This is an optimization exercise on Yosys and OpenROAD, whose aim is small area, not a production implementation.
Only simulation tests tie the RTL to the original design; equivalence was not proved.
Power is estimated from default activity; no workload was simulated.

**flow/flow/run.sh**
```bash
#!/bin/bash
bash standard.sh > standard.log 2>&1
```
**flow/standard.sh**
```bash
#!/bin/bash
# synth_recipe.tcl (not shown) runs the flow's synth.tcl, then flattens the netlist and writes it again
# the make line also repeats each setting of config.mk as NAME=value (left out here)
make -C /OpenROAD-flow-scripts/flow DESIGN_CONFIG=/design/flow/config.mk WORK_HOME=/design/flow/orfs CLKGATE_MAP_FILE= SYNTH_SCRIPT=/design/flow/synth_recipe.tcl "${@:-finish}"
```
**flow/config.mk**
```make
export PLATFORM = sky130hd
export DESIGN_NAME = VGA
export DESIGN_NICKNAME = VGA
export VERILOG_FILES = /design/flow/design.v
export SDC_FILE = /design/flow/constraint.sdc
export NUM_CORES = 4
export LEC_CHECK = 0
export CAP_MARGIN = 20
export CORE_MARGIN = 2
export CORE_UTILIZATION = 70
export PLACE_DENSITY = 0.85
export SLEW_MARGIN = 20
```
**flow/constraint.sdc**
```tcl
create_clock -name core_clock -period 160.0 [get_ports {clk}]
set_input_delay 32.0000 -clock core_clock [delete_from_list [all_inputs] [get_ports {clk}]]
set_output_delay 32.0000 -clock core_clock [all_outputs]
set_load 0.01 [all_outputs]
```
**flow/design.v**
```verilog
module hvsync_generator(
    input clk,
    input rst,
    output vga_h_sync,
    output vga_v_sync,
    output reg [4:0] rx,
    output reg [5:0] qx,
    output reg [4:0] ry,
    output reg [4:0] qy
  );
    reg vga_HS, vga_VS;
    wire rxmax = rx[4] & rx[1] & rx[0];                       
    wire xmax  = qx[5] & qx[3];                               
    wire rymax = ry[4] & ry[1] & ry[0];                       
    wire ymax  = qy[4] & qy[3] & qy[1] & ry[2] & ry[0] & ~ry[1] & ~ry[3];  
    always @(posedge clk)
      if (rst | xmax) begin
        rx <= 0;
        qx <= 0;
      end else if (rxmax) begin
        rx <= 0;
        qx <= qx + 1;
      end else
        rx <= rx + 1;
    always @(posedge clk)
      if (rst | (xmax & ymax)) begin
        ry <= 0;
        qy <= 0;
      end else if (xmax) begin
        if (rymax) begin
          ry <= 0;
          qy <= qy + 1;
        end else
          ry <= ry + 1;
      end
    wire q32 = qx == 6'd32, q37 = qx == 6'd37;
    wire q33_36 = qx[5] & ~qx[3] & (qx[2] ? ~(qx[1] | qx[0]) : (qx[1] | qx[0]));
    wire hs_n = (q32 & rx[4] & (rx[1] | rx[0])) | q33_36 | (q37 & ~rx[4] & ~(rx[3] & rx[2]));
    wire vs_n = qy[4] & qy[3] & ~qy[1] & ~qy[0] & ry[3] & ~ry[2] & ry[1] & ry[0];
    always @(posedge clk)
    if (rst) begin
      vga_HS <= 0;
      vga_VS <= 0;
    end else begin
      vga_HS <= hs_n;
      vga_VS <= vs_n;
    end
    assign vga_h_sync = ~vga_HS;
    assign vga_v_sync = ~vga_VS;
endmodule
module AccelText(
    input clk,
    input rst,
    input [1:0] lsel,       
    input [2:0] cidx,       
    input [3:0] row,        
    input [3:0] col,        
    input inText,           
    input [7:0] ax,
    input [7:0] ay,
    input [7:0] az,
    output pix
);
    localparam [4095:0] ROM = 4096'hfc00000000000000000000000000000000000000000000000000000ffffffff00000000ffffffff0000000000000000ffff000e001c0038007000e001c0038007000e001c007800f000ffff00000000018001800180018001800180018003c006600c301818300c6006c00300000000c0036006300c18180c30066003c003c006600c301818300c6006c003000000000000000000000fe0301860044000400040007ff0700c400240024002300c0ff00000000000000ff0300c400240024002300c0ff0300c400240024002300c0ff0000000000000000c00180030006000c00180030006000c001800300060007ffe00000000000003e01e3c30063003300318030c0b07f300060006000c30180fe000000000000003e00e38180c30063000300018000c0e07f60006000600063ffe00000000000006000600060006007ffe060c06180630066006c00780070006000000000000000ff01008200c40024000400020001f80200040004002300c0ff00000000000007ffc001c001800600060018006001800200040004002300c0ff00000000000007ffe01800180018001800180018001800180018e01b801e00180000000000ff0300c4002800180018001800180018001800180014002300c0ff0;
    reg [7:0] a;
    always @(*)
        case (lsel)
            2'd1: a = ax;
            2'd2: a = ay;
            default: a = az;
        endcase
    wire [7:0] v = a[7] ? (~a) + 8'd1 : a;
    wire [6:0] w = v[7:1];
    wire [3:0] q = w / 7'd5;
    wire [2:0] r = w % 7'd5;
    wire h = q >= 4'd10;                       
    wire [3:0] t = h ? q - 4'd10 : q;          
    reg [3:0] code;
    always @(*)
        case (cidx)
            3'd0: code = 4'd9 + lsel;
            3'd1: code = 4'd13;
            3'd2: code = {3'b111, ~a[7]};
            3'd3: code = {3'b000, h};
            3'd4: code = t;
            default: code = {r, v[0]};
        endcase
    reg p;
    always @(posedge clk)
        if (rst)
            p <= 1'b0;
        else
            p <= inText & ROM[{code, row, col}];
    assign pix = p;
endmodule
module VGA(
    input clk,
    input rst,
    input [7:0] ax,
    input [7:0] ay,
    input [7:0] az,
    output [2:0] pixel,
    output hsync_out,
    output vsync_out
);
    wire [4:0] rx, ry, qy;
    wire [5:0] qx;
    wire pix;
    hvsync_generator hvsync (
        .clk(clk), .rst(rst),
        .vga_h_sync(hsync_out), .vga_v_sync(vsync_out),
        .rx(rx), .qx(qx), .ry(ry), .qy(qy)
    );
    wire [2:0] cidx = qx[2:0] + 3'd3;                  
    wire qx_in = (qx[5:3] == 3'd0 & qx[2] & (qx[1] | qx[0])) | (qx[5:3] == 3'd1 & ~qx[2] & ~(qx[1] & qx[0]));
    wire qy_in = qy[4:3] == 2'd0 & qy[2] & (qy[1] | qy[0]);
    wire inText = qx_in & qy_in & ~rx[4] & ~ry[4];
    AccelText accel_text_inst (
        .clk(clk), .rst(rst),
        .lsel(qy[1:0]), .cidx(cidx), .row(ry[3:0]), .col(rx[3:0]), .inText(inText),
        .ax(ax), .ay(ay), .az(az), .pix(pix)
    );
    assign pixel = {pix, 1'b0, pix};
endmodule
```
==> results of run 1 <==
-- final cells by class --
| class | count | share of cell area (%) |
|---|---|---|
| multi-input combinational | 560 | 78.0 |
| sequential | 24 | 10.0 |
| timing repair buffer | 35 | 6.97 |
| tap | 77 | 2.00 |
| inverter | 19 | 1.48 |
| clock buffer | 3 | 0.858 |
| clock inverter | 1 | 0.624 |
-- cells by family (layout without fill, tap and decap cells) --
kind of cell    count (synthesis)  after routing  share of synthesized area [%]
fa+ha+maj                      32             32                           8.73
xor+xnor                       21             21                           4.04
buf+inv                        72             58                           7.14
mux                            27             27                           6.48
flops                          24             24                           10.5
other cells                     1              1                         0.0823
simple gates                  238            238                           25.5
compound gates                241            241                           37.5
-- layer usage --
layer / global-route usage (%) / vias up / part of all wire, %
met5: 0 / - / 0
met4: 10.4 / 0 / 3.0
met3: 5.70 / 62 / 13
met2: 61.8 / 433 / 45
met1: 51.1 / 2398 / 40
li1: - / 2418 / -
-- per-stage QoR --
step / instances / total power, mW / hold WS (ps) / cell area (um2) / setup slack [ps]
2_1_floorplan: 656 / 0.0137 / 468 / 4560 / 124060
3_3_place_gp: 715 / 0.0160 / 513 / 4740 / 123360
3_5_place_dp: 715 / 0.0163 / 525 / 4740 / 123140
4_1_cts: 719 / 0.0215 / 537 / 4810 / 123410
5_1_grt: 719 / 0.0229 / 575 / 4810 / 122980
6_report: 719 / 0.0219 / 540 / 4810 / 123270
-- synthesized netlist by cell type, types with 3 or more instances --
library cell | number | area [um2]
a22o_1 | 4 | 35.0
nor3b_1 | 4 | 30.0
a21oi_1 | 53 | 265
nand2b_1 | 8 | 50.1
a211o_1 | 3 | 26.3
mux2i_1 | 20 | 200
o311ai_0 | 4 | 35.0
o21ai_0 | 56 | 280
buf_1 | 6 | 22.5
nor2_1 | 68 | 255
o31ai_1 | 3 | 22.5
a22oi_1 | 4 | 30.0
nor3_1 | 15 | 75.1
inv_1 | 18 | 67.6
a31oi_1 | 10 | 62.6
dfxtp_1 | 24 | 480
o32ai_1 | 3 | 26.3
o22ai_1 | 8 | 50.1
a22oi_2 | 3 | 37.5
ha_1 | 31 | 388
o221ai_1 | 5 | 43.8
xnor2_1 | 15 | 131
a221oi_1 | 10 | 87.6
clkbuf_1 | 35 | 131
nand3_1 | 18 | 90.1
nor2b_1 | 8 | 50.1
nand4_1 | 6 | 37.5
a2bb2oi_1 | 3 | 26.3
a211oi_1 | 9 | 67.6
mux2_2 | 4 | 45.0
nand2_1 | 76 | 285
o21a_1 | 4 | 30.0
and3_1 | 6 | 37.5
and2_1 | 6 | 37.5
buf_4 | 7 | 52.6
a311oi_1 | 6 | 52.6
a21o_1 | 8 | 60.1
xor2_1 | 6 | 52.6
nor4_1 | 6 | 37.5
a32o_1 | 4 | 40.0
or3_1 | 3 | 18.8
a31o_2 | 4 | 35.0
o211ai_1 | 8 | 60.1
-- where the power goes --
group	internal (mW)	switching [mW]
sequential	0.00605	0.000347
clock	0.00335	0.00195
combinational	0.00397	0.00624
-- registers in the layout, summed over array words and instances, names as in the netlist --
name               cells
hvsync.qy              5
hvsync.vga_HS          1
hvsync.rx              5
accel_text_inst.p      1
hvsync.ry              5
hvsync.vga_VS          1
hvsync.qx              6
-- final timing paths --
check	start	end	slack, ps	cells past startpoint
worst max register to register	hvsync.qy[0]	accel_text_inst.p	154040	19
worst min-delay path	hvsync.ry[4]	hvsync.ry[4]	540	1
worst max-delay path	ay[1]	accel_text_inst.p	123270	19
worst min register to register	hvsync.ry[4]	hvsync.ry[4]	540	1
==> flow_metrics.py, run 1 <==
metrics = {
    "status": {
        "status": "no timing/DRC/antenna violations",
    },
    "critical_path": {
        "max_stage_delay_ps": 630,
        "path_class": "in -> reg",
        "slowest_stage": "or4_1",
        "critPathRequiredTime_ps": 160150,
        "path_buf_inv": 2,
        "cp_cell_sequence": "clkdlybuf4s50_1 -> a22o_1 -> mux2i_2 -> ha_1 -> nor3b_1 -> a31oi_1 -> or4_1 -> o311a_2 -> o21ai_1 -> o21ai_0 -> a222oi_1 -> o22ai_1 -> inv_1 -> ha_1 -> a31oi_1 -> o31ai_1 -> or3_1 -> nor3_1 -> nor4b_4",
        "path_delay_family": "compound AO/OA/AOI/OAI gates",
        "end_kind": "register",
        "crit_fanout": 8,
        "worst_ep_arrival_time_ps": 36880,
        "start_kind": "primary input",
    },
    "timing": {
        "finalClockSkew_ps": 11.1,
        "rsz0062_at_grt": "no",
        "period_minus_slack_ps": 36730,
        "setup_viol": 0,
        "max_slew_margin_pct": 29.6,
        "fin_tns_setup_ps": 0,
        "finalHoldViolCount": 0,
        "max_freq_mhz": 27.2,
        "worst_pin_slew_ps": 1050,
        "fin_crit_sh_pct": 23.0,
        "slew_viol_final": 0,
    },
    "yosys": {
        "ys_seq_area_share_pct": 10.5,
        "async_flop_share_pct": 0,
        "syn_nets": 713,
        "synthesis.area_um2": 4560,
        "synth-main-ff-cell": "dfxtp_1",
        "synth_edf_count": 0,
        "yosysWarnings": 2,
        "synth.distinct_cells": 85,
        "syn_inst": 656,
        "yosys_register_bits": 24,
        "synth.avg_cell_area_um2": 6.95,
    },
    "drt": {
        "ant_nets": 0,
        "drt_iter0_drc": 859,
        "drc": 0,
        "dr.pass1.iters": 6,
        "wl_per_cell_um": 19.5,
        "via_per_inst": 7.39,
        "routed_wl_mm": 14.0,
        "vias": 5311,
    },
    "global_routing": {
        "grt_pass1_vias": 4683,
        "antenna_found_initial": 0,
        "grt_usage_pct": 37.6,
        "grt_max_degree": 65,
        "grt_overflow": 0,
        "grt_pass1_wl_mm": 22.6,
    },
    "floorplanning": {
        "die_x_um": 84.7,
        "ios": 31,
        "fp.dieH_um": 84.7,
        "core_um2": 6310,
        "rows": 29,
        "dieArea_um2": 7170,
        "initial_utilization_pct": 72.2,
    },
    "clock_tree": {
        "clock_path_buffers": 2,
        "cts_root_buf": "clkbuf_8",
        "cts_tree": "yes",
        "cts_max_level": 1,
        "cts_buffers": 3,
        "path_clk_slew_ps": 90,
        "clk_latency_ps": 270,
        "cts_setup_buffers": 0,
        "cts_hold_buf": 0,
        "cts_sinks": 24,
        "cts.repair.resized": 0,
    },
    "placement": {
        "io_buffers": 29,
        "routabilityCongestion": 1.02,
        "dp_hpwl_mm": 10.1,
    },
    "min_path": {
        "hold_class": "reg -> reg",
    },
    "layout": {
        "final_core_util_pct": 76.2,
        "antennaDiodeCount": 0,
        "regArea_um2": 483,
        "layout_commonest_cell": "nand2_1",
        "fillers": 500,
        "layout_common_cells": "nand2_1 (76), nor2_1 (68), o21ai_0 (56)",
        "synthToLayoutAreaGrowth_pct": 5.60,
        "multi_input_area_um2": 3750,
        "nNetsFinal": 700,
        "drive_gt1_share_pct": 7.01,
    },
    "power": {
        "p_leak_nw": 1.77,
        "ir_drop_uv": 6.18,
        "powerDensity_nw_per_um2": 4.55,
    },
    "run": {
        "maxCapViolations": 0,
    },
}
==> run 2: changes to the inputs <==
==> flow/run.sh (new file) <==
#!/bin/bash
# synth_recipe.tcl (not shown) runs the flow's synth.tcl, then flattens the netlist and writes it again
# the make line also repeats each setting of config.mk as NAME=value (left out here)
make -C /OpenROAD-flow-scripts/flow DESIGN_CONFIG=/design/flow/config.mk WORK_HOME=/design/flow/orfs CLKGATE_MAP_FILE= SYNTH_SCRIPT=/design/flow/synth_recipe.tcl finish
removed: flow/flow/run.sh
removed: flow/standard.sh
==> flow_metrics.py, run 2 <==
metrics = {
    "status": {
        "status": "no timing/DRC/antenna violations",
    },
    "yosys": {
        "syn_nets": 713,
        "yosysMostFrequentCell": "nand2_1",
        "synth_xor_area_share_pct": 4.04,
        "yosys.area.top_type_share_pct": 10.5,
        "synth_top_family_by_area": "compound AO/OA/AOI/OAI gates",
        "synth-main-ff-cell": "dfxtp_1",
        "yosys.area_share.simple_pct": 25.5,
        "synth-adder-area-share_pct": 8.73,
        "synthMuxAreaShare_pct": 6.48,
        "yosysTopAreaCell": "dfxtp_1",
        "yosysWarnings": 2,
        "synth.distinct_cells": 85,
        "syn_inst": 656,
        "synth.avg_cell_area_um2": 6.95,
        "ys_seq_area_share_pct": 10.5,
        "async_flop_share_pct": 0,
        "ys_top_cells_by_area": "dfxtp_1 (11%), ha_1 (8.5%), nand2_1 (6.3%)",
        "synth-compound-area-share_pct": 37.5,
        "synth_top_cells_by_count": "nand2_1 (76), nor2_1 (68), o21ai_0 (56), a21oi_1 (53), clkbuf_1 (35)",
        "synth_edf_count": 0,
        "yosys_register_bits": 24,
        "synthesis.area_um2": 4560,
    },
    "min_path": {
        "hold_depth": 1,
        "min_to": "hvsync.ry[4]",
        "hold_class": "reg -> reg",
        "hold_start": "hvsync.ry[4]",
    },
    "global_routing": {
        "grt_pass1_wl_mm": 22.6,
        "grt_overflow": 0,
        "antenna_found_initial": 0,
        "grt_max_degree": 65,
        "grt_usage_pct": 37.6,
        "grt_pass1_vias": 4683,
    },
    "critical_path": {
        "r2r_cells": 19,
        "path_class": "in -> reg",
        "start_kind": "primary input",
        "crit_fanout": 8,
        "reg2reg_to": "accel_text_inst.p",
        "rrSetupSlack_ps": 154040,
        "end_kind": "register",
        "critPathRequiredTime_ps": 160150,
        "worst_ep_arrival_time_ps": 36880,
        "r2r-start": "hvsync.qy[0]",
    },
    "drt": {
        "routed_wl_mm": 14.0,
        "via_per_inst": 7.39,
        "dr.pass1.iters": 6,
        "wl_per_cell_um": 19.5,
        "ant_nets": 0,
        "drt_iter0_drc": 859,
        "vias": 5311,
        "drc": 0,
    },
    "clock_tree": {
        "cts_setup_buffers": 0,
        "cts_max_level": 1,
        "clk_latency_ps": 270,
        "cts.repair.resized": 0,
        "cts_sinks": 24,
        "path_clk_slew_ps": 90,
        "clock_path_buffers": 2,
        "cts_tree": "yes",
        "cts_buffers": 3,
        "cts_hold_buf": 0,
        "cts_root_buf": "clkbuf_8",
    },
    "placement": {
        "dp_cells": 715,
        "io_buffers": 29,
        "dp_hpwl_mm": 10.1,
        "routabilityCongestion": 1.02,
    },
    "power": {
        "combPwrFrac_pct": 46.6,
        "p_sw_share_pct": 38.9,
        "power_frac_seq_pct": 29.2,
        "p_leak_nw": 1.77,
        "p_int_mw": 0.0134,
        "power.share.clock_pct": 24.2,
        "p_sw_mw": 0.00853,
        "ir_drop_uv": 6.18,
        "powerDensity_nw_per_um2": 4.55,
    },
    "floorplanning": {
        "die_x_um": 84.7,
        "rows": 29,
        "dieArea_um2": 7170,
        "core_um2": 6310,
        "fp.dieH_um": 84.7,
        "initial_utilization_pct": 72.2,
        "ios": 31,
    },
    "layout": {
        "nNetsFinal": 700,
        "synthToLayoutAreaGrowth_pct": 5.60,
        "drive_gt1_share_pct": 7.01,
        "fillers": 500,
        "top_register": "hvsync.qx",
        "multi_input_area_um2": 3750,
        "layout_common_cells": "nand2_1 (76), nor2_1 (68), o21ai_0 (56)",
        "regArea_um2": 483,
        "antennaDiodeCount": 0,
        "instances_no_fill": 719,
        "largest_reg_flops": 6,
        "layout_commonest_cell": "nand2_1",
    },
    "run": {
        "maxCapViolations": 0,
    },
    "timing": {
        "setup_viol": 0,
        "finalHoldViolCount": 0,
        "slew_viol_final": 0,
        "max_freq_mhz": 27.2,
        "fin_tns_setup_ps": 0,
        "period_minus_slack_ps": 36730,
        "worst_pin_slew_ps": 1050,
        "rsz0062_at_grt": "no",
        "max_slew_margin_pct": 29.6,
        "finalClockSkew_ps": 11.1,
        "fin_crit_sh_pct": 23.0,
        "holdWs_ps": 540,
    },
}
## run 2: cell counts after synthesis
Identical to the previous run, type by type.
## run 2: cell type report
cell class	count	share of cell area, %
clock inverters	1	0.624
clock buffers	3	0.858
inverters	19	1.48
well taps	77	2.00
flip-flops and latches	24	10.0
multi-input cells	560	78.0
repair buffers	35	6.97
## run 2: stage by stage
step	setup WS [ps]	power (mW)	util, %	cell area (um2)
after global placement	123360	0.0160	75.0	4740
after detailed placement	123140	0.0163	75.0	4740
final	123270	0.0219	76.2	4810
after CTS	123410	0.0215	76.2	4810
after floorplan	124060	0.0137	-	4560
after global routing	122980	0.0229	76.2	4810
## run 2: routing by layer
metal	up-vias	track usage [%]	part of all wire, %
met1	2398	51.1	40
met4	0	10.4	3.0
met2	433	61.8	45
met5	-	0	0
met3	62	5.70	13
li1	2418	-	-
## run 2: how the worst max path moves through the flow
stage | cells after the start | end | startpoint
3_5_place_dp | 19 | accel_text_inst.p | ay[1]
2_1_floorplan | 19 | accel_text_inst.p | ay[1]
6_report | 19 | accel_text_inst.p | ay[1]
4_1_cts | 19 | accel_text_inst.p | ay[1]
5_1_grt | 19 | accel_text_inst.p | ay[1]
3_3_place_gp | 19 | accel_text_inst.p | ay[1]
## run 2: critical path, cell delays in order
cell             delay [ps]
clkdlybuf4s50_1         410
a22o_1                  250
mux2i_2                 290
ha_1                    300
nor3b_1                 200
a31oi_1                  90
or4_1                   630
o311a_2                 260
o21ai_1                 340
o21ai_0                 150
a222oi_1                400
o22ai_1                 180
inv_1                    80
ha_1                    220
a31oi_1                 130
o31ai_1                 140
or3_1                   370
nor3_1                  370
nor4b_4                  90
## run 2: power by group through the flow
stage | sequential, mW | combinational, mW | clock, mW
after detailed placement | 0.00653 | 0.00976 | 0
after global placement | 0.00653 | 0.00952 | 0
after CTS | 0.00639 | 0.00981 | 0.00534
final | 0.00640 | 0.0102 | 0.00529
after floorplan | 0.00634 | 0.00734 | 0
after global routing | 0.00643 | 0.0110 | 0.00546
## run 2: cell families (layout without fill, tap and decap cells)
| kind of cell | Yosys count | count (layout) |
|---|---|---|
| xor gates and xnor gates | 21 | 21 |
| muxes | 27 | 27 |
| and+or+nand+nor | 238 | 238 |
| buffers and inverters | 72 | 58 |
| DFF | 24 | 24 |
| adders and majority gates | 32 | 32 |
| other | 1 | 1 |
| AOI/OAI and AO/OA | 241 | 241 |
==> run 3: changes to the inputs <==
==> flow/flow/run.sh (new file) <==
#!/bin/bash
# Standard synthesis, then an area-oriented re-mapping of the combinational logic
# (registers untouched), then the standard layout steps.
set -euo pipefail
W=$PWD
R=$W/orfs/results/$FLOW_PLATFORM/VGA/base
LIB=$FLOW_HOME/platforms/$FLOW_PLATFORM/lib/sky130_fd_sc_hd__tt_025C_1v80.lib
YOSYS=$FLOW_HOME/../tools/install/yosys/bin/yosys
[ -x "$YOSYS" ] || YOSYS=yosys

bash standard.sh synth > $W/1_standard_synth.log 2>&1
cp $R/1_2_yosys.v $W/1_2_yosys_standard.v

python3 $W/flow/libmodels.py $LIB $W/1_2_yosys_standard.v $W/cells.v > $W/1_libmodels.log 2>&1
grep -v blackbox $W/cells.v > $W/cells_map.v
DU="-dont_use *probe* -dont_use *lpflow* -dont_use *clkbuf* -dont_use *clkinv* -dont_use *dly* -dont_use *_bleeder*"
$YOSYS -p "read_liberty -lib $LIB; read_verilog $W/1_2_yosys_standard.v; hierarchy -top $FLOW_TOP; \
  techmap -map $W/cells_map.v; proc; opt_expr; techmap; opt -fast; opt_clean; \
  read_liberty -lib -ignore_redef $LIB; abc -liberty $LIB $DU -script $W/flow/abc_area.script; opt_clean -purge; \
  hilomap -singleton -hicell sky130_fd_sc_hd__conb_1 HI -locell sky130_fd_sc_hd__conb_1 LO; \
  insbuf -buf sky130_fd_sc_hd__buf_1 A X; splitnets; opt_clean -purge; \
  tee -o $W/remap_stat.txt stat -liberty $LIB; check -assert; \
  write_verilog -noattr -nohex -nodec $W/1_2_yosys_remapped.v" > $W/1_remap.log 2>&1
cp $W/1_2_yosys_remapped.v $R/1_2_yosys.v
rm -f $R/1_synth.odb $R/1_synth.sdc

bash standard.sh finish "BUFFER_PORTS_ARGS=-buffer_cell sky130_fd_sc_hd__buf_1" > $W/2_standard_layout.log 2>&1
==> flow/flow/abc_area.script (new file) <==
strash
&get -n
&deepsyn -T 60
&put
dch
map -a
topo
==> flow/flow/libmodels.py (new file) <==
#!/usr/bin/env python3
# Writes Verilog models of the library cells a netlist uses: combinational cells
# as logic (from their liberty functions), every other cell as a blackbox.
# usage: libmodels.py LIB NETLIST OUT
import re, sys
lib, netlist, out = sys.argv[1:4]
used = set(re.findall(r'^\s*(sky130_fd_sc_hd__\w+)\s', open(netlist).read(), re.M))
text = open(lib).read()
starts = [(m.start(), m.group(1)) for m in re.finditer(r'^\s*cell\s*\(\s*"?(\w+)"?\s*\)\s*\{', text, re.M)]
res = []
for i, (pos, name) in enumerate(starts):
    if name not in used:
        continue
    body = text[pos: starts[i + 1][0] if i + 1 < len(starts) else len(text)]
    seq = re.search(r'^\s*(ff|latch|statetable)\s*\(', body, re.M) is not None
    pins = []
    for pm in re.finditer(r'^\s*pin\s*\(\s*"?(\w+)"?\s*\)\s*\{', body, re.M):
        seg = body[pm.end(): pm.end() + 20000]
        nxt = re.search(r'^\s*pin\s*\(', seg, re.M)
        if nxt:
            seg = seg[:nxt.start()]
        d = re.search(r'direction\s*:\s*"?(\w+)"?', seg).group(1)
        f = re.search(r'^\s*function\s*:\s*"([^"]*)"', seg, re.M)
        pins.append((pm.group(1), d, f.group(1) if f else None))
    ports = ', '.join(('input ' if d == 'input' else 'output ') + p for p, d, f in pins)
    if seq or any(d == 'output' and f is None for p, d, f in pins):
        res.append('(* blackbox *) module %s(%s); endmodule' % (name, ports))
        continue
    lines = ['module %s(%s);' % (name, ports)]
    for p, d, f in pins:
        if d == 'output':
            e = f.replace('!', '~').replace('+', '|').replace('*', '&')
            lines.append('  assign %s = %s;' % (p, e))
    lines.append('endmodule')
    res.append('\n'.join(lines))
open(out, 'w').write('\n'.join(res) + '\n')
==> flow/standard.sh (new file) <==
#!/bin/bash
# synth_recipe.tcl (not shown) runs the flow's synth.tcl, then flattens the netlist and writes it again
# the make line also repeats each setting of config.mk as NAME=value (left out here)
make -C /OpenROAD-flow-scripts/flow DESIGN_CONFIG=/design/flow/config.mk WORK_HOME=/design/flow/orfs CLKGATE_MAP_FILE= SYNTH_SCRIPT=/design/flow/synth_recipe.tcl "${@:-finish}"
removed: flow/run.sh
==> flow_metrics.py, run 3 <==
metrics = {
    "drt": {
        "wl_met1_mm": 3.53,
        "routed_wl_mm": 8.44,
        "drc": 0,
        "wl_per_cell_um": 15.2,
        "drt_iter0_drc": 909,
        "via_per_inst": 6.50,
        "dr_wl_met2_mm": 3.36,
        "ant_nets": 0,
        "met3WireLength_mm": 1.22,
        "dr.max_layer_used": "met4",
        "vias": 3602,
        "dr.pass1.iters": 9,
    },
    "power": {
        "powerDensity_nw_per_um2": 4.92,
        "total_power_mw": 0.0139,
        "p_leak_nw": 1.19,
        "ir_drop_uv": 5.55,
    },
    "timing": {
        "slew_viol_final": 0,
        "max_slew_margin_pct": 32.0,
        "fin_tns_setup_ps": 0,
        "finalHoldViolCount": 0,
        "worst_pin_slew_ps": 1010,
        "setup_viol": 0,
        "fin_crit_sh_pct": 22.5,
        "rsz0062_at_grt": "no",
        "max_freq_mhz": 27.7,
        "finalClockSkew_ps": 5.34,
        "period_minus_slack_ps": 36040,
    },
    "yosys": {
        "syn_nets": 503,
        "synth.avg_cell_area_um2": 5.49,
        "yosysWarnings": 2,
        "synthesis.area_um2": 2620,
        "syn_inst": 477,
    },
    "clock_tree": {
        "cts_hold_buf": 0,
        "cts.repair.resized": 0,
        "cts_buffers": 3,
        "cts_sinks": 24,
        "path_clk_slew_ps": 80,
        "cts_setup_buffers": 0,
        "cts_root_buf": "clkbuf_8",
        "cts_tree": "yes",
        "clock_path_buffers": 2,
        "cts_max_level": 1,
        "clk_latency_ps": 260,
    },
    "placement": {
        "routabilityCongestion": 1.12,
        "dp_hpwl_mm": 6.54,
        "io_buffers": 29,
        "postPlaceCellArea_um2": 2780,
    },
    "critical_path": {
        "slowest_stage": "nor2_1",
        "cp_cell_sequence": "buf_1 -> o22ai_1 -> o21bai_1 -> nand3_1 -> or2_2 -> nand3_1 -> o21ai_0 -> nor2_1 -> inv_1 -> or2_2 -> nand2_1 -> nor2_1 -> o311ai_0 -> a22oi_1 -> xor2_1 -> nor2_1 -> nor3_1 -> nor2_1 -> inv_1 -> a21oi_1 -> nor4_1 -> o21ai_0 -> nor3b_1 -> a311oi_1",
        "max_stage_delay_ps": 440,
        "critPathRequiredTime_ps": 160140,
        "start_kind": "primary input",
        "crit_fanout": 10,
        "path_class": "in -> reg",
        "path_delay_family": "simple AND/OR/NAND/NOR gates",
        "end_kind": "register",
        "crit_path_start": "ax[1]",
        "cpMostUsedCell": "nor2_1",
        "path_buf_inv": 3,
        "r2r-start": "hvsync.qy[0]",
        "worst_ep_arrival_time_ps": 36180,
    },
    "global_routing": {
        "grt_max_degree": 17,
        "grt_pass1_wl_mm": 13.8,
        "antenna_found_initial": 0,
        "grt_pass1_vias": 2970,
        "grt_usage_pct": 40.2,
        "grt_overflow": 0,
    },
    "layout": {
        "nNetsFinal": 534,
        "layout_common_cells": "nor2_1 (115), inv_1 (81), nand2_1 (67)",
        "antennaDiodeCount": 0,
        "layout_commonest_cell": "nor2_1",
        "final_area_um2": 2820,
        "drive_gt1_share_pct": 1.98,
        "synthToLayoutAreaGrowth_pct": 7.59,
        "largest_reg_flops": 6,
        "top_register": "hvsync.qx",
    },
    "floorplanning": {
        "fp.dieH_um": 65.2,
        "core_um2": 3630,
        "rows": 22,
        "initial_utilization_pct": 72.1,
        "die_x_um": 65.2,
        "ios": 31,
        "dieArea_um2": 4250,
    },
    "status": {
        "status": "no timing/DRC/antenna violations",
    },
    "run": {
        "maxCapViolations": 0,
    },
    "min_path": {
        "hold_start": "hvsync.qy[4]",
        "hold_class": "reg -> reg",
    },
}
## run 3: metrics by stage
step,hold WS (ps),utilization [%],std cells,setup WS (ps)
global placement,480,76.4,551,124060
CTS,502,77.6,554,124080
floorplan,443,-,477,124430
global route,526,77.6,554,123480
finish,504,77.6,554,123960
detailed placement,486,76.4,551,123830
## run 3: final cells by class
| type | instances | area (um2) |
|---|---|---|
| repair buffers | 29 | 109 |
| fillers | 307 | 815 |
| flip-flops and latches | 24 | 480 |
| multi-input cells | 369 | 1820 |
| clock buffers | 3 | 41.3 |
| inverters | 81 | 304 |
| well taps | 48 | 60.1 |
## run 3: final timing paths
| check | depth (start not counted) | slack [ps] | endpoint |
|---|---|---|---|
| max | 24 | 123960 | accel_text_inst.p |
| min | 1 | 500 | hvsync.qy[4] |
| max reg2reg | 26 | 154690 | accel_text_inst.p |
| min reg2reg | 1 | 500 | hvsync.qy[4] |
## run 3: layer usage
| layer | GRT usage (%) | up-vias |
|---|---|---|
| li1 | - | 1674 |
| met1 | 59.4 | 1568 |
| met2 | 57.7 | 292 |
| met3 | 9.59 | 68 |
| met4 | 11.5 | 0 |
| met5 | 0 | - |
## run 3: report_power, final
part           switching, mW  internal (mW)
Combinational        0.00295        0.00134
Sequential          0.000111        0.00602
Clock                0.00177        0.00168
Total                0.00483        0.00904

[separate check: timing with driven ports]
The flow's constraints put no driver on any port. The routed layouts listed below were extracted and timed again, unchanged, in two steps.
Step 1, drivers: a clkbuf_16 drives clk and a buf_2 each remaining input, both assumed.
Step 2 moves the port delays by t, midway between the first and last clock arrival at a register: inputs arrive t later, outputs are due t later. That takes back most of the time a late clock gives input paths.
Three values: ideal, step 1, step 2; two values: the first two.
run | t (ns) | setup slack, ns | clock arrival spread, ns | worst slew at a driven data input, ns | cell pins on the clock port's net
run 1 | 0.294 | 123.270 / 123.267 / 122.972 | 0.011 / 0.011 | 0.04 | 1
run 2 | 0.294 | 123.270 / 123.267 / 122.972 | 0.011 / 0.011 | 0.04 | 1
run 3 | 0.283 | 123.963 / 123.968 / 123.685 | 0.005 / 0.006 | 0.03 | 1
After both steps every run listed still meets setup and hold.
